This design comes from an exercise in tuning for small area, a short achievable clock period and few clock cycles per item on the open sky130 flow, not from production work. In this exercise RTL edits were held to simulation tests only and were not proved equivalent to the original.

==> flow/design.v, too long to show whole: its modules and the start of the top module <==
// module PixelSolverMultiCore: 117 lines
// module dp1: 2127 lines
// module dp2: 528 lines
module PixelSolverMultiCore (
  input               io_cmd_valid,
  output              io_cmd_ready,
  input      [27:0]   io_cmd_payload_x,
  input      [27:0]   io_cmd_payload_y,
  output              io_rsp_valid,
  input               io_rsp_ready,
  output     [5:0]    io_rsp_payload_iteration,
  input               clk,
  input               reset
);
  // ...
==> flow/flow/run.sh <==
#!/bin/bash
# Standard ORFS layout, with repair_timing asked to over-fix setup by a
# margin, so that the layout is optimised below the design's clock period.
set -euo pipefail
export SETUP_SLACK_MARGIN=12
bash standard.sh > flow_make.log 2>&1
==> flow/standard.sh <==
#!/bin/bash
# synth_recipe.tcl (not shown) runs the flow's synth.tcl, then flattens the netlist and writes it again
# the make line also repeats each setting of config.mk as NAME=value (left out here)
make -C /OpenROAD-flow-scripts/flow DESIGN_CONFIG=/design/flow/config.mk WORK_HOME=/design/flow/orfs CLKGATE_MAP_FILE= SYNTH_SCRIPT=/design/flow/synth_recipe.tcl "${@:-finish}"
==> flow/config.mk <==
export PLATFORM = sky130hd
export DESIGN_NAME = PixelSolverMultiCore
export DESIGN_NICKNAME = PixelSolverMultiCore
export VERILOG_FILES = /design/flow/design.v
export SDC_FILE = /design/flow/constraint.sdc
export NUM_CORES = 4
export LEC_CHECK = 0
export CAP_MARGIN = 20
export CORE_MARGIN = 2
export CORE_UTILIZATION = 40
export SLEW_MARGIN = 20
==> flow/constraint.sdc <==
create_clock -name core_clock -period 17.0 [get_ports {clk}]
set_input_delay 3.4000 -clock core_clock [delete_from_list [all_inputs] [get_ports {clk}]]
set_output_delay 3.4000 -clock core_clock [all_outputs]
set_load 0.01 [all_outputs]
==> flow_metrics.env, run 1 <==
export IMPL_post_route_min_period_ns=5.40
export IMPL_clock_sinks=531
export IMPL_r2r_end="x01[6]"
export IMPL_largestClassByArea="multi-input combinational cells"
export IMPL_outcome="finished clean"
export IMPL_top_layer_used="met5"
export IMPL_die_w_um=347
export IMPL_drt_total_wl_mm=131
export IMPL_min_to="x02[19]"
export IMPL_tns_ns=0
export IMPL_nWellTaps=1524
export IMPL_cp_startpoint="a0r[23]"
export IMPL_postCtsHoldBufs=0
export IMPL_htreeDepth=2
export IMPL_worstPathArrival_ns=5.94
export IMPL_synth_fa_ha_area_share_pct=39.5
export IMPL_antenna_left=0
export IMPL_syn_nets=5717
export IMPL_startpoint_type="flip-flop"
export IMPL_antenna_found_initial=7
export IMPL_buffers=248
export IMPL_seq_cells=531
export IMPL_whs_path_depth=0
export IMPL_yosys_cell_count_top_type="inv_1"
export IMPL_synth_area_per_cell_sq_um=10.2
export IMPL_hold_violations=0
export IMPL_drtPass1Iterations=8
export IMPL_grt_util_met3_pct=3.57
export IMPL_r2r_cells=21
export IMPL_core_rowCount=125
export IMPL_overflow=0
export IMPL_seq_area_sq_mm=0.0119
export IMPL_grt_use_total_pct=21.8
export IMPL_dpl_worst_slack_ns=9.55
export IMPL_synth_cells=4607
Testbench counts, summed over its fixed seeds: cycles 141,970, items 7,200.
==> module PixelSolverMultiCore, before the edit <==
module PixelSolverMultiCore (
  input               io_cmd_valid,
  output              io_cmd_ready,
  input      [27:0]   io_cmd_payload_x,
  input      [27:0]   io_cmd_payload_y,
  output              io_rsp_valid,
  input               io_rsp_ready,
  output     [5:0]    io_rsp_payload_iteration,
  input               clk,
  input               reset
);
  reg         bv;
  reg  [27:0] bx, by;
  wire        ld;
  assign io_cmd_ready = ~bv;
  always @(posedge clk or posedge reset) begin
    if (reset) bv <= 1'b0;
    else if (bv) bv <= ~ld;
    else bv <= io_cmd_valid;
  end
  always @(posedge clk) begin
    if (!bv) begin
      bx <= io_cmd_payload_x;
      by <= io_cmd_payload_y;
    end
  end
  wire bbig = (bx[27:21] != {7{bx[21]}}) | (by[27:21] != {7{by[21]}});
  wire bcorner = (bx == 28'h8000000) & (by == 28'h8000000);
  reg  [3:0]  head, tail;
  reg  [7:0]  rob_v;
  reg  [5:0]  rob_d [0:7];
  wire robfull = (tail[3] != head[3]) & (tail[2:0] == head[2:0]);
  reg         v1, fd1;
  reg  [21:0] x1, y1, x01, y01;
  reg  [5:0]  it1;
  reg  [2:0]  tag1;
  wire [42:0] a0, a1, b0, b1;
  wire [44:0] p0, p1;
  dp1 u_dp1 (.x(x1), .y(y1), .y0(y01),
             .a0(a0), .a1(a1), .b0(b0), .b1(b1), .p0(p0), .p1(p1));
  reg         v2, fd2;
  reg  [42:0] a0r, a1r, b0r, b1r;
  reg  [44:0] p0r, p1r;
  reg  [21:0] x02, y02;
  reg  [5:0]  it2;
  reg  [2:0]  tag2;
  always @(posedge clk or posedge reset) begin
    if (reset) v2 <= 1'b0;
    else v2 <= v1;
  end
  always @(posedge clk) begin
    a0r <= a0; a1r <= a1; b0r <= b0; b1r <= b1;
    p0r <= p0; p1r <= p1;
    x02 <= x01; y02 <= y01;
    it2 <= it1; tag2 <= tag1; fd2 <= fd1;
  end
  wire [43:0] s0r, s1r, d0r, d1r;
  dp2 u_dp2 (.a0(a0r), .a1(a1r), .b0(b0r), .b1(b1r), .x0(x02),
             .s0(s0r), .s1(s1r), .d0(d0r), .d1(d1r));
  wire [43:0] dsum = d0r + d1r;
  wire [44:0] psum = p0r + p1r;
  wire [43:0] ssum = s0r + s1r;
  wire [23:0] dh = dsum[43:20];
  wire [24:0] ph = psum[44:20];
  wire [1:0]  sh = ssum[43:42];
  wire esc  = sh != 2'd0;
  wire oob  = (dh[23:21] != {3{dh[21]}}) | (ph[24:21] != {4{ph[21]}});
  wire done = fd2 | esc | oob | (it2 == 6'd62);
  wire [5:0] it2p = it2 + 6'd1;
  wire [5:0] res  = (fd2 | esc) ? it2 : it2p;
  wire free = ~v2 | done;
  assign ld = free & bv & ~robfull;
  always @(posedge clk or posedge reset) begin
    if (reset) v1 <= 1'b0;
    else v1 <= ~free | ld;
  end
  always @(posedge clk) begin
    if (ld) begin
      x1 <= {bx[21], bx[20:0] ^ {21{bx[21]}}};
      y1 <= {by[21], by[20:0] ^ {21{by[21]}}};
      x01 <= bx[21:0]; y01 <= by[21:0];
      it1 <= bcorner ? 6'd63 : 6'd1; tag1 <= tail[2:0]; fd1 <= bbig;
    end else begin
      x1 <= {dh[21], dh[20:0] ^ {21{dh[21]}}};
      y1 <= {ph[21], ph[20:0] ^ {21{ph[21]}}};
      x01 <= x02; y01 <= y02;
      it1 <= it2p; tag1 <= tag2; fd1 <= 1'b0;
    end
  end
  reg        ov;
  reg  [5:0] od;
  wire take = ~ov | io_rsp_ready;
  wire hv   = rob_v[head[2:0]];
  assign io_rsp_valid = ov;
  assign io_rsp_payload_iteration = od;
  integer i;
  always @(posedge clk or posedge reset) begin
    if (reset) begin
      ov <= 1'b0; head <= 4'd0; tail <= 4'd0; rob_v <= 8'd0;
    end else begin
      if (ld) tail <= tail + 4'd1;
      if (take) begin
        ov <= hv;
        if (hv) head <= head + 4'd1;
      end
      for (i = 0; i < 8; i = i + 1) begin
        if (v2 & done & (tag2 == i)) rob_v[i] <= 1'b1;
        else if (take & hv & (head[2:0] == i)) rob_v[i] <= 1'b0;
      end
    end
  end
  always @(posedge clk) begin
    if (take & hv) od <= rob_d[head[2:0]];
    for (i = 0; i < 8; i = i + 1)
      if (v2 & done & (tag2 == i)) rob_d[i] <= res;
  end
endmodule
==> inputs of run 2 (changes only) <==
--- a/flow/design.v
+++ b/flow/design.v
@@ -32,6 +32,7 @@
   wire robfull = (tail[3] != head[3]) & (tail[2:0] == head[2:0]);
   reg         v1, fd1;
   reg  [21:0] x1, y1, x01, y01;
+  reg  [21:0] sx1, sy1;
   reg  [5:0]  it1;
   reg  [2:0]  tag1;
   wire [42:0] a0, a1, b0, b1;
@@ -42,6 +43,8 @@
   reg  [42:0] a0r, a1r, b0r, b1r;
   reg  [44:0] p0r, p1r;
   reg  [21:0] x02, y02;
+  reg  [21:0] sx2, sy2;
+  reg         cyc2;
   reg  [5:0]  it2;
   reg  [2:0]  tag2;
   always @(posedge clk or posedge reset) begin
@@ -52,6 +55,12 @@
     a0r <= a0; a1r <= a1; b0r <= b0; b1r <= b1;
     p0r <= p0; p1r <= p1;
     x02 <= x01; y02 <= y01;
+    cyc2 <= (x1 == sx1) & (y1 == sy1) & (it1 != 6'd1);
+    if (it1[1:0] == 2'd0) begin
+      sx2 <= x1; sy2 <= y1;
+    end else begin
+      sx2 <= sx1; sy2 <= sy1;
+    end
     it2 <= it1; tag2 <= tag1; fd2 <= fd1;
   end
   wire [43:0] s0r, s1r, d0r, d1r;
@@ -65,9 +74,9 @@
   wire [1:0]  sh = ssum[43:42];
   wire esc  = sh != 2'd0;
   wire oob  = (dh[23:21] != {3{dh[21]}}) | (ph[24:21] != {4{ph[21]}});
-  wire done = fd2 | esc | oob | (it2 == 6'd62);
+  wire done = fd2 | esc | oob | cyc2 | (it2 == 6'd62);
   wire [5:0] it2p = it2 + 6'd1;
-  wire [5:0] res  = (fd2 | esc) ? it2 : it2p;
+  wire [5:0] res  = (fd2 | esc) ? it2 : (cyc2 ? 6'd63 : it2p);
   wire free = ~v2 | done;
   assign ld = free & bv & ~robfull;
   always @(posedge clk or posedge reset) begin
@@ -78,12 +87,15 @@
     if (ld) begin
       x1 <= {bx[21], bx[20:0] ^ {21{bx[21]}}};
       y1 <= {by[21], by[20:0] ^ {21{by[21]}}};
+      sx1 <= {bx[21], bx[20:0] ^ {21{bx[21]}}};
+      sy1 <= {by[21], by[20:0] ^ {21{by[21]}}};
       x01 <= bx[21:0]; y01 <= by[21:0];
       it1 <= bcorner ? 6'd63 : 6'd1; tag1 <= tail[2:0]; fd1 <= bbig;
     end else begin
       x1 <= {dh[21], dh[20:0] ^ {21{dh[21]}}};
       y1 <= {ph[21], ph[20:0] ^ {21{ph[21]}}};
       x01 <= x02; y01 <= y02;
+      sx1 <= sx2; sy1 <= sy2;
       it1 <= it2p; tag1 <= tag2; fd1 <= 1'b0;
     end
   end
==> run 2 against run 1 <==
Via count rose by 8.8%. Largest cell class unchanged. Final area grew 8.4%. Sequential share of layout area rose by 1.4 points. Register-to-register slack improved by 0.27 ns. Critical path depth fell by 1. Non-clock buffer count grew 8. Utilization is 0.098 points higher. Die area increased by 8.1%. Global-route usage is 1.0 points higher. Synthesized area increased by 8.2%.
==> flow_metrics.env, run 2 <==
export IMPL_ys_seq_area_share_pct=26.7
export IMPL_final_common_cell="inv_1"
export IMPL_cts_root_buf="clkbuf_16"
export IMPL_synth_common_cells="982 x inv_1, 728 x fa_1, 490 x dfxtp_1, 322 x ha_1, 303 x and2_1"
export IMPL_num_io_pins=68
export IMPL_synth_cells=4888
export IMPL_drt_total_wl_mm=149
export IMPL_synth_cell_area_sq_mm=0.0509
export IMPL_htreeDepth=3
export IMPL_fp_coreArea_sq_mm=0.126
export IMPL_path_max_fanout=7
export IMPL_drc=0
export IMPL_num_vias=35100
export IMPL_hold_violations=0
export IMPL_first_global_vias=37300
export IMPL_drtPass1Iterations=7
export IMPL_synth_top_area_cell="fa_1"
export IMPL_fin_util_pct=46.3
export IMPL_drive_gt1_share_pct=11.1
export IMPL_placed_area_sq_mm=0.0535
export IMPL_grt_max_degree=48
export IMPL_yosys_cell_count_top_type="inv_1"
export IMPL_startpoint_type="flip-flop"
export IMPL_die_w_um=361
export IMPL_largestRegisters="rob_d: 48 flops, p0r: 43 flops"
export IMPL_fin_skew_ns=0.0383
export IMPL_ys_flop_type="dfxtp_1"
export IMPL_cts_buffers=74
export IMPL_slew_headroom_pct=16.1
export IMPL_synth_top_area_share_pct=28.6
export IMPL_worstSetupPathType="flip-flop to flip-flop"
export IMPL_antenna_left=0
export IMPL_core_rowCount=130
export IMPL_drt_iter0_drc=2696
export IMPL_syn_nets=5998
export IMPL_post_route_min_period_ns=5.13
export IMPL_synth_seq_cells=620
export IMPL_ys_types=77
export IMPL_grt_pass1_wl_mm=227
export IMPL_critPathCaptureType="flip-flop"
export IMPL_outcome="finished clean"
export IMPL_fin_ws_ns=11.87
export IMPL_wl_per_cell_um=22.3
export IMPL_antenna_found_initial=3
export IMPL_cap_violations=0
export IMPL_max_freq_mhz=195
export IMPL_syn2layout_area_growth_pct=14.6
export IMPL_async_reset_ff_share_pct=3.23
export IMPL_final_area_sq_mm=0.0584
export IMPL_grt_use_total_pct=22.9
export IMPL_die_area_sq_mm=0.130
export IMPL_dpl_worst_slack_ns=9.71
export IMPL_place_hpwl_mm=103
export IMPL_finalSetupViolCount=0
export IMPL_start_util_pct=40.4
export IMPL_clock_sinks=620
export IMPL_path_cells="inv_2, fa_2, fa_1, inv_2, fa_1, ha_4, a21o_1, a311oi_2, o31ai_4, a21o_1, a211o_1, or3_4, a21o_1, mux2i_4, buf_12, a41o_4, buf_8, buf_12, buf_16, mux2_2"
export IMPL_worstPathArrival_ns=5.66
export IMPL_regMostFlops="rob_d"
export IMPL_grt_setup_unrepaired="true"
export IMPL_slowest_delay_ns=0.55
export IMPL_crit_family="adder cells"
export IMPL_cpMostUsedCell="a21o_1"
export IMPL_drv_slew=0
export IMPL_avgViaCountPerCell=5.25
export IMPL_synth_area_per_cell_sq_um=10.4
export IMPL_overflow=0
export IMPL_postCtsHoldBufs=0
export IMPL_layout_nets=6078
export IMPL_largest_register_ffs=48
export IMPL_worstSkewPairLatency_ns=0.67
export IMPL_clockBufferDepth=3
export IMPL_tns_ns=0
export IMPL_holdCritPathClass="flip-flop to flip-flop"
export IMPL_cp_num_buf_inv=6
export IMPL_finalWeightedCongestion=0.903
export IMPL_synth_edf_count=110
export IMPL_clkTransAtPathRegs_ns=0.06
export IMPL_crit_slowest_cell="fa_1"
export IMPL_final_cell_mix="977 x inv_1, 724 x fa_1, 473 x dfxtp_1"
export IMPL_numPortBuffers=67
export IMPL_tightest_slew_ns=1.25
export IMPL_fin_crit_sh_pct=30.2
export IMPL_cts_tree="done"
export IMPL_synth_warnings=2
export IMPL_worstPathRequired_ns=17.53
export IMPL_die_height_um=361
export IMPL_synth_top_cells_by_area="fa_1 29%, dfxtp_1 19%, ha_1 7.9%, inv_1 7.2%, edfxtp_1 6.5%"
==> run 2: through the flow <==
stage,instances,hold WS [ns]
3_5_place_dp,6455,0.313
6_report,6681,0.324
3_3_place_gp,6455,0.310
2_1_floorplan,4888,0.310
4_1_cts,6652,0.324
5_1_grt,6680,0.329
==> run 2: worst reg2reg max path: stages (launching register included) <==
cell      delay [ns]
dfxtp_2         0.33
inv_2           0.04
fa_2            0.39
fa_1            0.50
inv_2           0.04
fa_1            0.55
ha_4            0.22
a21o_1          0.20
a311oi_2        0.28
o31ai_4         0.11
a21o_1          0.20
a211o_1         0.29
or3_4           0.34
a21o_1          0.19
mux2i_4         0.16
buf_12          0.14
a41o_4          0.27
buf_8           0.15
buf_12          0.11
buf_16          0.14
mux2_2          0.35
==> run 2: kinds of logic after synthesis <==
group / count (synthesis) / share of synthesized area [%]
DFF: 620 / 26.7
and+or+nand+nor: 809 / 8.39
AOI/OAI and AO/OA: 556 / 7.63
buffers and inverters: 1243 / 9.28
muxes: 202 / 4.37
xor gates and xnor gates: 408 / 7.07
adders and majority gates: 1050 / 36.5
==> run 2: layer usage <==
metal / wire [um] / vias to the layer above / GRT usage (%)
met4: 6120 / 4 / 8.72
met3: 10100 / 311 / 3.72
met5: 24 / - / 0
met1: 64200 / 18000 / 30.7
li1: - / 15600 / -
met2: 68800 / 1241 / 37.0
==> run 2: final timing paths <==
path / startpoint / end / slack (ns) / depth (start not counted)
max reg2reg: x02[0] / x1[4] / 11.87 / 20
max in group asynchronous: reset / bv / 13.14 / 2
min in group asynchronous: reset / ov / 3.26 / 2
min reg2reg: x01[4] / x02[4] / 0.32 / 0
max: x02[0] / x1[4] / 11.87 / 20
min: x01[4] / x02[4] / 0.32 / 0
==> run 2: final cells by class <==
| cell class | instances | area, sq um |
|---|---|---|
| tap | 1650 | 2060 |
| clock buffer | 104 | 2100 |
| clock inverter | 34 | 482 |
| timing repair buffer | 256 | 2830 |
| fill | 11600 | 67700 |
| timing repair inverter | 1 | 8.76 |
| inverter | 985 | 3720 |
| sequential | 620 | 13600 |
| antenna | 1 | 2.50 |
| multi-input combinational | 3030 | 33500 |
==> run 2: timing repair <==
| action | 4_1_cts | 5_1_grt |
|---|---|---|
| pin swaps | 30 | 17 |
| resized for setup | 168 | 106 |
| setup endpoints to repair | 290 | 216 |
| buffers inserted | 46 | 16 |
| cloned | 13 | 11 |
Testbench counts of run 2, summed over its fixed seeds: cycles 114,659, items 7,200.
==> inputs of run 3 (changes only) <==
--- a/flow/design.v
+++ b/flow/design.v
@@ -84,7 +84,7 @@
     else v1 <= ~free | ld;
   end
   always @(posedge clk) begin
-    if (ld) begin
+    if (free) begin
       x1 <= {bx[21], bx[20:0] ^ {21{bx[21]}}};
       y1 <= {by[21], by[20:0] ^ {21{by[21]}}};
       sx1 <= {bx[21], bx[20:0] ^ {21{bx[21]}}};
==> flow/flow/run.sh (replaced) <==
#!/bin/bash
# Layout flow: the standard synthesis, then an inverter-polarity pass on the
# synthesized netlist (flow/invopt.py: full adders are self-dual, so most
# inverters between them can go), then the standard ORFS layout with
# repair_timing asked to over-fix setup by a margin, so that the layout is
# optimised below the design's clock period.
set -euo pipefail
HERE=$(pwd)
RES=$HERE/orfs/results/$FLOW_PLATFORM/PixelSolverMultiCore/base
bash standard.sh "$RES/1_2_yosys.v" > flow_synth.log 2>&1
cp "$RES/1_2_yosys.v" "$HERE/synth_standard.v"
python3 flow/invopt.py "$HERE/synth_standard.v" "$RES/1_2_yosys.v" > flow_invopt.log 2>&1
export SETUP_SLACK_MARGIN=13
bash standard.sh > flow_make.log 2>&1
==> flow/flow/invopt.py (new file) <==
#!/usr/bin/env python3
"""Inverter polarity optimisation on a Yosys-written sky130hd netlist.

A full adder is self-dual: FA(~a, ~b, ~c) = (~sum, ~cout).  Synthesis leaves
many inverters between full adders.  This pass removes every inverter, then
chooses for each full adder whether it computes its outputs in true or in
complemented form (flipping its inputs accordingly) so that as few signals as
possible are needed in both polarities, and adds back one inverter for each
signal that still is.  Registers, ports and all other cells are unchanged.

usage: invopt.py in.v out.v
"""
import re, sys, collections

OUT_PINS = {"X", "Y", "Q", "Q_N", "SUM", "COUT", "HI", "LO"}
src = open(sys.argv[1]).read()
m = re.search(r"^module\s+(\S+)\s*\((.*?)\);", src, re.S | re.M)
ports = set(p.strip() for p in m.group(2).split(","))
inst_re = re.compile(r"^\s*(sky130_fd_sc_hd__\w+)\s+(\S+(?: )?)\s*\((.*?)\);\s*$", re.S | re.M)
pin_re = re.compile(r"\.(\w+)\(([^()]*)\)")

body_start = src.index(";", m.end() - 1) + 1
cells = []
for im in inst_re.finditer(src):
    typ, name, pins = im.group(1), im.group(2).strip(), im.group(3)
    pl = [(p, n.strip()) for p, n in pin_re.findall(pins)]
    cells.append([typ, name, pl, im.start(), im.end()])
first = cells[0][3]; last = cells[-1][4]
head = src[:first]; tail = src[last:]
assert "assign" not in src[first:last]

def is_inv(c):
    return re.match(r"sky130_fd_sc_hd__(clk)?inv_\d+$", c[0]) is not None
def is_fa(c):
    return re.match(r"sky130_fd_sc_hd__fa_\d+$", c[0]) is not None
def portnet(n):
    base = n.split("[")[0].strip().lstrip("\\")
    return base in ports or n in ports

driver = {}
for i, c in enumerate(cells):
    for p, n in c[2]:
        if p in OUT_PINS:
            driver[n] = (i, p)

# inverters eligible for removal: output not a port net
removable = set()
for i, c in enumerate(cells):
    if is_inv(c):
        y = dict(c[2])["Y"]
        if not portnet(y):
            removable.add(i)

memo = {}
def lit(n):
    """net -> (base net, polarity) following removable inverters."""
    if n in memo: return memo[n]
    d = driver.get(n)
    if d is not None and d[0] in removable:
        a = dict(cells[d[0]][2])["A"]
        b, p = lit(a)
        r = (b, p ^ 1)
    else:
        r = (n, 0)
    memo[n] = r
    return r

fa_ids = [i for i, c in enumerate(cells) if is_fa(c)]
phi = {i: 0 for i in fa_ids}
# FA driving base nets
fa_of_base = {}
for i in fa_ids:
    for p, n in cells[i][2]:
        if p in ("SUM", "COUT"):
            if portnet(n):
                phi[i] = None  # fixed, never flip
            fa_of_base[n] = i
# requirements: base -> list of (cell id or -1, pol)
req = collections.defaultdict(list)
uses = collections.defaultdict(list)  # fa id -> list of bases it consumes
for i, c in enumerate(cells):
    if i in removable: continue
    for p, n in c[2]:
        if p in OUT_PINS: continue
        if n.startswith(("1'", "0'")) or n == "": continue
        b, pol = lit(n)
        req[b].append((i, pol))
        if is_fa(c): uses[i].append(b)
# port nets driven through removable inverters cannot happen (excluded); ports read as outputs are consumers too
def prov(b):
    i = fa_of_base.get(b)
    if i is None or phi[i] is None: return 0
    return phi[i]
def eff(i, pol):
    if i in phi and phi[i]: return pol ^ 1
    return pol
def cost(b):
    p = prov(b)
    for i, pol in req[b]:
        if eff(i, pol) != p: return 1
    return 0
total0 = sum(cost(b) for b in req)
n_inv0 = len(removable)
changed = True
it = 0
while changed and it < 50:
    changed = False; it += 1
    for i in fa_ids:
        if phi[i] is None: continue
        aff = set(uses[i])
        for p, n in cells[i][2]:
            if p in ("SUM", "COUT"): aff.add(n)
        before = sum(cost(b) for b in aff)
        phi[i] ^= 1
        after = sum(cost(b) for b in aff)
        if after < before:
            changed = True
        else:
            phi[i] ^= 1
total1 = sum(cost(b) for b in req)
print(f"inverters removed {n_inv0}, signals needing inverters before {total0} after {total1}, passes {it}", file=sys.stderr)

# emit
def esc(n):
    return n + " " if n.startswith("\\") else n
inv_net = {}
new_cells = []
k = 0
for b in req:
    if cost(b):
        k += 1
        nn = f"_invopt_{k}_"
        inv_net[b] = nn
        new_cells.append(f"  sky130_fd_sc_hd__inv_1 _invopt_c{k}_ (\n    .A({esc(b)}),\n    .Y({nn})\n  );\n")
out = []
for i, c in enumerate(cells):
    if i in removable: continue
    lines = []
    for p, n in c[2]:
        if p not in OUT_PINS and not n.startswith(("1'", "0'")) and n != "":
            b, pol = lit(n)
            e = eff(i, pol)
            n = b if e == prov(b) else inv_net[b]
        lines.append(f"    .{p}({esc(n)})")
    out.append(f"  {c[0]} {esc(c[1])} (\n" + ",\n".join(lines) + "\n  );\n")
decl = "".join(f"  wire _invopt_{j}_;\n" for j in range(1, k + 1))
open(sys.argv[2], "w").write(head + decl + "".join(out) + "".join(new_cells) + tail)
==> run 3 against run 2 <==
Still clean on timing, DRC and antenna. Synthesized cell count shrank 12%. Hold slack got worse by 0.020 ns. Clock skew grew 0.014 ns. Via count fell by 2.5%. Clock-buffer cell count is 6 lower. Synthesized area shrank 3.7%. Worst setup slack gained 0.055 ns. Routed wire length is 2.2% higher. Die area decreased by 3.7%. Largest cell class unchanged.
==> flow_metrics.env, run 3 <==
export IMPL_hold_violations=0
export IMPL_largest_register_ffs=48
export IMPL_path_max_fanout=7
export IMPL_grt_use_total_pct=24.3
export IMPL_final_cell_mix="629 x fa_1, 474 x dfxtp_1, 340 x inv_1"
export IMPL_clkTransAtPathRegs_ns=0.06
export IMPL_antenna_left=0
export IMPL_grt_setup_unrepaired="true"
export IMPL_busiest_layer="met2"
export IMPL_grt_max_degree=47
export IMPL_regMostFlops="rob_d"
export IMPL_grt_util_met3_pct=5.25
export IMPL_overflow=0
export IMPL_numPortBuffers=67
export IMPL_r2r_end="x01[2]"
export IMPL_die_height_um=354
export IMPL_r2r_cells=17
export IMPL_slew_headroom_pct=32.8
export IMPL_first_global_vias=36400
export IMPL_startpoint_type="flip-flop"
export IMPL_rrSetupSlack_ns=11.93
export IMPL_holdCritPathClass="flip-flop to flip-flop"
export IMPL_worstPathRequired_ns=17.53
export IMPL_met1_usage_pct=33.7
export IMPL_start_util_pct=40.3
export IMPL_cts_tree="done"
export IMPL_fin_skew_ns=0.0519
export IMPL_placed_area_sq_mm=0.0518
export IMPL_largestRegisters="rob_d: 48 flops, p0r: 43 flops"
export IMPL_outcome="finished clean"
export IMPL_cts_buffers=73
export IMPL_grt_use_met2_pct=37.8
export IMPL_drv_slew=0
export IMPL_clockBufferDepth=3
export IMPL_synth_cell_area_sq_mm=0.0490
export IMPL_place_hpwl_mm=102
export IMPL_syn2layout_area_growth_pct=20.2
export IMPL_htreeDepth=3
export IMPL_cp_startpoint="a0r[40]"
export IMPL_tns_ns=0
export IMPL_final_area_sq_mm=0.0590
export IMPL_grt_pass1_wl_mm=230
export IMPL_final_common_cell="fa_1"
export IMPL_max_freq_mhz=197
export IMPL_core_rowCount=128
export IMPL_die_area_sq_mm=0.125
export IMPL_worstPathArrival_ns=5.60
export IMPL_critPathCaptureType="flip-flop"
export IMPL_clock_sinks=620
export IMPL_antenna_found_initial=3
export IMPL_r2r_start="a0r[40]"
export IMPL_cp_endpoint="x01[2]"
export IMPL_fp_coreArea_sq_mm=0.122
export IMPL_drtPass1Iterations=8
export IMPL_syn_nets=5433
export IMPL_num_vias=34200
export IMPL_fin_util_pct=48.4
export IMPL_wl_per_cell_um=24.6
export IMPL_avgViaCountPerCell=5.52
export IMPL_worstSetupPathType="flip-flop to flip-flop"
export IMPL_post_route_min_period_ns=5.07
export IMPL_drive_gt1_share_pct=19.1
export IMPL_cap_violations=0
export IMPL_dpl_worst_slack_ns=9.87
export IMPL_postCtsHoldBufs=0
export IMPL_cts_root_buf="clkbuf_16"
export IMPL_fin_crit_sh_pct=29.8
export IMPL_drt_iter0_drc=3065
export IMPL_tightest_slew_ns=1.00
export IMPL_fin_ws_ns=11.93
export IMPL_drt_total_wl_mm=153
export IMPL_layout_nets=5622
export IMPL_drc=0
export IMPL_synth_cells=4323
export IMPL_finalSetupViolCount=0
export IMPL_die_w_um=354
export IMPL_worstSkewPairLatency_ns=0.68
export IMPL_num_io_pins=68
export IMPL_finalWeightedCongestion=0.913
export IMPL_synth_warnings=2
export IMPL_synth_area_per_cell_sq_um=11.3
-- run 3: final cells by class --
type	instances	area [sq um]
Clock buffer	98	2030
Clock inverter	37	514
Timing Repair inverter	2	12.5
Fill cell	10800	62800
Inverter	361	1380
Antenna cell	1	2.50
Sequential cell	620	13600
Tap cell	1625	2030
Timing Repair Buffer	367	4480
Multi-Input combinational cell	3087	34900
-- run 3: repair_timing --
action / 4_1_cts / 5_1_grt
setup endpoints to repair: 326 / 306
cloned: 35 / 3
gates resized for setup: 392 / 139
pin swaps: 127 / 81
buffers inserted: 137 / 38
-- run 3: per-layer routing --
layer / wire length (um) / up-vias
li1: - / 14800
met3: 12900 / 335
met1: 65600 / 17700
met4: 5640 / 0
met2: 68400 / 1438
met5: 0 / -
-- run 3: critical path, cell delays in order, from the launching register on --
cell      delay, ns
dfxtp_4        0.35
fa_2           0.57
fa_1           0.42
ha_1           0.30
nand4_1        0.19
or4_4          0.60
nor4_4         0.19
o211ai_1       0.12
o211ai_1       0.30
mux2i_4        0.31
buf_12         0.16
nand3_4        0.09
and3b_4        0.37
o211a_4        0.21
buf_12         0.14
buf_6          0.11
buf_16         0.14
mux2_2         0.34
-- run 3: how the worst min path moves through the flow --
stage                     startpoint      end  cells after the start
final                         x01[2]   x02[2]                      0
after global routing          x01[2]   x02[2]                      0
after CTS                     x01[2]   x02[2]                      0
after detailed placement     x01[11]  x02[11]                      0
after global placement       x01[14]  x02[14]                      0
after floorplan                  fd1      fd2                      0
-- run 3: through the flow --
| step | instances | hold slack, ns |
|---|---|---|
| CTS | 6156 | 0.301 |
| finish | 6198 | 0.304 |
| global placement | 5849 | 0.310 |
| detailed placement | 5849 | 0.312 |
| floorplan | 4323 | 0.310 |
| global route | 6197 | 0.324 |
Testbench counts of run 3, summed over its fixed seeds: cycles 114,659, items 7,200.
==> inputs of run 4 (changes only) <==
--- a/flow/design.v
+++ b/flow/design.v
@@ -9,23 +9,26 @@
   input               clk,
   input               reset
 );
-  reg         bv;
-  reg  [27:0] bx, by;
+  reg  [21:0] bx, by;
+  reg         bbig, bcorner;
   wire        ld;
-  assign io_cmd_ready = ~bv;
+  reg         rdy;
+  wire        bv = ~rdy;
+  assign io_cmd_ready = rdy;
   always @(posedge clk or posedge reset) begin
-    if (reset) bv <= 1'b0;
-    else if (bv) bv <= ~ld;
-    else bv <= io_cmd_valid;
+    if (reset) rdy <= 1'b1;
+    else if (!rdy) rdy <= ld;
+    else rdy <= ~io_cmd_valid;
   end
   always @(posedge clk) begin
-    if (!bv) begin
-      bx <= io_cmd_payload_x;
-      by <= io_cmd_payload_y;
+    if (rdy) begin
+      bx <= io_cmd_payload_x[21:0];
+      by <= io_cmd_payload_y[21:0];
+      bbig <= (io_cmd_payload_x[27:21] != {7{io_cmd_payload_x[21]}}) |
+              (io_cmd_payload_y[27:21] != {7{io_cmd_payload_y[21]}});
+      bcorner <= (io_cmd_payload_x == 28'h8000000) & (io_cmd_payload_y == 28'h8000000);
     end
   end
-  wire bbig = (bx[27:21] != {7{bx[21]}}) | (by[27:21] != {7{by[21]}});
-  wire bcorner = (bx == 28'h8000000) & (by == 28'h8000000);
   reg  [3:0]  head, tail;
   reg  [7:0]  rob_v;
   reg  [5:0]  rob_d [0:7];
@@ -89,7 +92,7 @@
       y1 <= {by[21], by[20:0] ^ {21{by[21]}}};
       sx1 <= {bx[21], bx[20:0] ^ {21{bx[21]}}};
       sy1 <= {by[21], by[20:0] ^ {21{by[21]}}};
-      x01 <= bx[21:0]; y01 <= by[21:0];
+      x01 <= bx; y01 <= by;
       it1 <= bcorner ? 6'd63 : 6'd1; tag1 <= tail[2:0]; fd1 <= bbig;
     end else begin
       x1 <= {dh[21], dh[20:0] ^ {21{dh[21]}}};
--- a/flow/flow/run.sh
+++ b/flow/flow/run.sh
@@ -10,5 +10,5 @@
 bash standard.sh "$RES/1_2_yosys.v" > flow_synth.log 2>&1
 cp "$RES/1_2_yosys.v" "$HERE/synth_standard.v"
 python3 flow/invopt.py "$HERE/synth_standard.v" "$RES/1_2_yosys.v" > flow_invopt.log 2>&1
-export SETUP_SLACK_MARGIN=13
+export SETUP_SLACK_MARGIN=12.2
 bash standard.sh > flow_make.log 2>&1
==> run 4 against run 3 <==
Largest cell class unchanged. First-iteration DRC count decreased by 14%. Die area down 1.6%. Fmax fell by 2.9%. Hold slack better by 0.022 ns. Critical path depth up 1. Flip-flop and latch count shrank 10. Non-clock buffer count is 82 lower. Clock skew decreased by 0.015 ns. Synthesized cell count up 1.1%. Utilization decreased by 1.9 points. Critical endpoint unchanged.
==> flow_metrics.env, run 4 <==
export IMPL_largestRegisters="rob_d: 48 flops, p0r: 43 flops"
export IMPL_max_freq_mhz=192
export IMPL_num_io_pins=68
export IMPL_drt_total_wl_mm=147
export IMPL_final_cell_mix="715 x fa_1, 483 x dfxtp_1, 357 x inv_1"
export IMPL_worstPathRequired_ns=17.53
export IMPL_worstSkewPairLatency_ns=0.66
export IMPL_synth_area_per_cell_sq_um=11.0
export IMPL_crit_slowest_cell="fa_1"
export IMPL_finalSetupViolCount=0
export IMPL_die_height_um=351
export IMPL_fin_crit_sh_pct=30.7
export IMPL_min_to="x02[17]"
export IMPL_antenna_cells=0
export IMPL_clkTransAtPathRegs_ns=0.06
export IMPL_grt_setup_unrepaired="true"
export IMPL_final_common_cell="fa_1"
export IMPL_critPathCaptureType="flip-flop"
export IMPL_fin_ws_ns=11.78
export IMPL_first_global_vias=35400
export IMPL_holdCritPathClass="flip-flop to flip-flop"
export IMPL_drive_gt1_share_pct=12.8
export IMPL_antenna_found_initial=3
export IMPL_synth_warnings=2
export IMPL_cap_violations=0
export IMPL_finalWeightedCongestion=0.915
export IMPL_tns_ns=0
export IMPL_whs_path_depth=0
export IMPL_tightest_slew_ns=1.13
export IMPL_grt_max_degree=48
export IMPL_largest_register_ffs=48
export IMPL_grt_use_total_pct=23.8
export IMPL_fillers=11000
export IMPL_avgViaCountPerCell=5.48
export IMPL_placed_area_sq_mm=0.0508
export IMPL_worstPathArrival_ns=5.75
export IMPL_clock_sinks=610
export IMPL_drtPass1Iterations=6
export IMPL_core_rowCount=127
export IMPL_fin_skew_ns=0.0366
export IMPL_numPortBuffers=67
export IMPL_path_cells="fa_2, fa_1, fa_1, ha_4, and3_4, and4_4, o211ai_1, buf_4, a31oi_4, buf_12, o21a_4, o211ai_4, or4_4, a2111oi_4, buf_6, buf_12, buf_16, mux2_2"
export IMPL_fp_coreArea_sq_mm=0.120
export IMPL_die_w_um=351
export IMPL_drv_slew=0
export IMPL_place_hpwl_mm=102
export IMPL_cts_buffers=70
export IMPL_hold_start="x01[17]"
export IMPL_r2r_start="a0r[22]"
export IMPL_startpoint_type="flip-flop"
export IMPL_drc=0
export IMPL_synth_cells=4372
export IMPL_htreeDepth=3
export IMPL_cts_root_buf="clkbuf_16"
export IMPL_r2r_cells=18
export IMPL_drt_iter0_drc=2625
export IMPL_wl_per_cell_um=24.0
export IMPL_path_max_fanout=8
export IMPL_worstSetupPathType="flip-flop to flip-flop"
export IMPL_overflow=0
export IMPL_r2r_end="x01[2]"
export IMPL_regMostFlops="rob_d"
export IMPL_cp_num_buf_inv=5
export IMPL_layout_nets=5569
export IMPL_hold_violations=0
export IMPL_seq_area_sq_mm=0.0133
export IMPL_postCtsHoldBufs=0
export IMPL_slew_headroom_pct=24.2
export IMPL_crit_family="adder cells"
export IMPL_post_route_min_period_ns=5.22
export IMPL_num_vias=33600
export IMPL_start_util_pct=40.3
export IMPL_syn2layout_area_growth_pct=15.5
export IMPL_cts_tree="done"
export IMPL_clockBufferDepth=3
export IMPL_syn_nets=5480
export IMPL_rrSetupSlack_ns=11.78
export IMPL_antenna_left=0
export IMPL_grt_pass1_wl_mm=220
export IMPL_outcome="finished clean"
export IMPL_synth_cell_area_sq_mm=0.0483
export IMPL_dpl_worst_slack_ns=10.34
export IMPL_final_area_sq_mm=0.0557
export IMPL_multi_input_area_sq_mm=0.0334
export IMPL_die_area_sq_mm=0.123
export IMPL_slowest_delay_ns=0.53
run 4: layer usage:
layer,vias to the layer above,global-route usage (%),part of all wire (%)
met5,-,0,0.0089
met4,2,8.29,3.2
met3,235,4.34,7.8
met2,1322,37.7,46
met1,17300,32.6,43
li1,14700,-,-
run 4: per-stage QoR:
| step | cells | utilization [%] | hold slack (ns) |
|---|---|---|---|
| global placement | 5889 | 42.4 | 0.310 |
| floorplan | 4372 | - | 0.310 |
| finish | 6130 | 46.5 | 0.326 |
| global route | 6130 | 46.5 | 0.329 |
| detailed placement | 5889 | 42.4 | 0.312 |
| CTS | 6079 | 45.8 | 0.326 |
run 4: how the worst max path moves through the flow:
stage                  from      end  cells past startpoint
global placement    a0r[21]   x01[0]                     16
finish              a0r[22]   x01[2]                     18
global route        a0r[21]   x01[6]                     18
CTS                 x02[11]   x01[1]                     16
floorplan            x02[0]  x01[17]                     15
detailed placement  a0r[21]   x01[0]                     16
run 4: cell type report:
type | count | area share (%)
clock buffer | 95 | 3.51
timing repair buffer | 285 | 5.84
multi-input combinational | 3133 | 59.9
clock inverter | 34 | 0.775
sequential | 610 | 23.9
inverter | 361 | 2.45
tap | 1612 | 3.62
run 4: repair_timing:
| item | in CTS | in global routing |
|---|---|---|
| setup buffers | 42 | 36 |
| gates cloned | 19 | 15 |
| endpoints found under the setup margin | 297 | 259 |
| pin swaps | 35 | 20 |
| resized for setup | 201 | 84 |
Testbench counts of run 4, summed over its fixed seeds: cycles 114,659, items 7,200.
==> inputs of run 5 (changes only) <==
--- a/flow/config.mk
+++ b/flow/config.mk
@@ -7,5 +7,7 @@
 export LEC_CHECK = 0
 export CAP_MARGIN = 20
 export CORE_MARGIN = 2
-export CORE_UTILIZATION = 40
+export CORE_UTILIZATION = 55
+export CTS_CLUSTER_DIAMETER = 100
+export CTS_CLUSTER_SIZE = 30
 export SLEW_MARGIN = 20
==> run 5 against run 4 <==
Fmax down 0.32%. Synthesized cell count stayed put. Clock skew rose by 0.010 ns. Clock-buffer cell count down 58. Routed wire length grew 1.1%. Worst setup slack worse by 0.017 ns. Cell count is 8.5% lower. Via count is 0.52% lower. Hold slack better by 0.0053 ns. Largest cell class unchanged. Highest routed layer is now met4.
==> flow_metrics.env, run 5 <==
export IMPL_outcome="finished clean"
export IMPL_final_cell_mix="719 x fa_1, 480 x dfxtp_1, 360 x inv_1"
export IMPL_postCtsHoldBufs=0
export IMPL_clock_sinks=610
export IMPL_fillers=7119
export IMPL_first_global_vias=34400
export IMPL_slew_headroom_pct=14.1
export IMPL_worstSkewPairLatency_ns=0.69
export IMPL_drt_total_wl_mm=148
export IMPL_die_area_sq_mm=0.0901
export IMPL_clockBufferDepth=3
export IMPL_cts_tree="done"
export IMPL_cts_buffers=30
export IMPL_largestRegisters="rob_d: 48 flops, p0r: 43 flops"
export IMPL_worstSetupPathType="flip-flop to flip-flop"
export IMPL_synth_warnings=2
export IMPL_grt_max_degree=48
export IMPL_final_common_cell="fa_1"
export IMPL_place_hpwl_mm=101
export IMPL_placed_area_sq_mm=0.0502
export IMPL_core_rowCount=108
export IMPL_fp_coreArea_sq_mm=0.0869
export IMPL_drtPass1Iterations=5
export IMPL_finalSetupViolCount=0
export IMPL_final_area_sq_mm=0.0543
export IMPL_finalWeightedCongestion=0.904
export IMPL_drive_gt1_share_pct=12.9
export IMPL_grt_pass1_wl_mm=219
export IMPL_synth_area_per_cell_sq_um=11.0
export IMPL_worstPathRequired_ns=17.57
export IMPL_worstPathArrival_ns=5.81
export IMPL_antenna_left=0
export IMPL_hold_violations=0
export IMPL_die_height_um=300
export IMPL_syn2layout_area_growth_pct=12.6
export IMPL_critPathCaptureType="flip-flop"
export IMPL_holdCritPathClass="flip-flop to flip-flop"
export IMPL_synth_cell_area_sq_mm=0.0483
export IMPL_synth_cells=4372
export IMPL_drc=0
export IMPL_overflow=0
export IMPL_clkTransAtPathRegs_ns=0.11
export IMPL_num_io_pins=68
export IMPL_fin_skew_ns=0.0468
export IMPL_grt_setup_unrepaired="true"
export IMPL_startpoint_type="flip-flop"
export IMPL_max_freq_mhz=191
export IMPL_cap_violations=0
export IMPL_drt_iter0_drc=2827
export IMPL_htreeDepth=1
export IMPL_regMostFlops="rob_d"
export IMPL_cts_root_buf="clkbuf_16"
export IMPL_tns_ns=0
export IMPL_avgViaCountPerCell=5.96
export IMPL_largest_register_ffs=48
export IMPL_num_vias=33400
export IMPL_die_w_um=300
export IMPL_numPortBuffers=67
export IMPL_antenna_found_initial=3
export IMPL_grt_use_total_pct=32.5
export IMPL_syn_nets=5480
export IMPL_tightest_slew_ns=1.27
export IMPL_start_util_pct=55.5
export IMPL_path_max_fanout=5
export IMPL_fin_crit_sh_pct=30.8
export IMPL_post_route_min_period_ns=5.24
export IMPL_drv_slew=0
export IMPL_wl_per_cell_um=26.5
export IMPL_layout_nets=5537
[run 5: cell count changes in the layout (fill, tap and decap cells not counted), sizes merged, moves of 4 or more]
| cell | delta |
|---|---|
| clkinvlp | -4 |
| clkbuf | -56 |
| bufinv | -5 |
| buf | +9 |
| inv | +6 |
| clkinv | -14 |
[run 5: through the flow]
stage / std cells / hold slack, ns / worst slack [ns] / util (%)
detailed placement: 5439 / 0.312 / 10.24 / 57.8
finish: 5609 / 0.332 / 11.76 / 62.5
floorplan: 4372 / 0.310 / 12.19 / -
CTS: 5564 / 0.329 / 11.85 / 61.2
global route: 5607 / 0.339 / 11.62 / 62.5
global placement: 5439 / 0.310 / 10.29 / 57.8
[run 5: area by class of cell]
class	count	area, sq um	area share (%)
multi-input cells	3133	33700	62.0
clock buffers	37	777	1.43
diodes	3	7.51	0.0138
flip-flops and latches	610	13300	24.5
clock inverters	17	272	0.500
well taps	1155	1450	2.66
inverters	361	1360	2.50
repair buffers	293	3440	6.34
[run 5: layer usage]
| layer | global-route usage, % | share of wire (%) |
|---|---|---|
| met3 | 4.72 | 7.8 |
| met1 | 47.3 | 44 |
| met4 | 9.36 | 3.3 |
| met5 | 0 | 0 |
| met2 | 50.7 | 45 |
[run 5: worst paths after layout]
path	startpoint	end	slack, ns	cells past startpoint
setup / recovery	x02[2]	x01[9]	11.76	16
hold / removal	x01[4]	x02[4]	0.33	0
setup reg to reg	x02[2]	x01[9]	11.76	16
hold reg to reg	x01[4]	x02[4]	0.33	0
max in group asynchronous	reset	v2	13.29	2
min in group asynchronous	reset	ov	3.18	2
[run 5: timing repair]
item | CTS | global route
gates resized for setup | 227 | 171
setup endpoints to repair | 294 | 265
pin swaps | 62 | 39
setup buffers | 50 | 25
gates cloned | 21 | 17
[run 5: worst max-delay path, stage by stage, from the launching register on]
cell       delay, ns
dfxtp_2         0.35
fa_2            0.40
fa_1            0.53
fa_1            0.46
ha_4            0.32
and3_4          0.20
and4_4          0.24
o211ai_1        0.17
a31oi_4         0.38
o21a_1          0.23
o211ai_4        0.14
or4_4           0.48
a2111oi_4       0.41
buf_6           0.23
buf_16          0.16
buf_12          0.13
mux2_4          0.29

[afterwards: timing with drivers on the ports]
How much do the figures lean on ideal ports? The routed layouts below were timed once more, with nothing changed but the port constraints.
Step 1 assumes that a clkbuf_16 drives the clock port and a buf_2 every other input.
Step 2 moves the port delays by t, midway between the first and last clock arrival at a register: inputs arrive t later, outputs are due t later. That takes back most of the time a late clock gives input paths.
Three values: no drivers, after step 1, after step 2; two values: the first two.
run | shift t [ns] | setup WS [ns] | clock arrival spread, ns
run 1 | 0.713 | 11.604 / 11.604 / 11.604 | 0.095 / 0.095
run 2 | 0.724 | 11.874 / 11.874 / 11.874 | 0.039 / 0.038
run 3 | 0.728 | 11.928 / 11.902 / 11.928 | 0.052 / 0.052
run 4 | 0.714 | 11.779 / 11.779 / 11.497 | 0.037 / 0.037
run 5 | 0.736 | 11.763 / 11.763 / 11.594 | 0.046 / 0.047
After both steps every run listed still meets setup and hold. For run 4, which loses most, drivers alone change the setup slack by 0.000 ns; drivers and shift together by -0.282 ns.
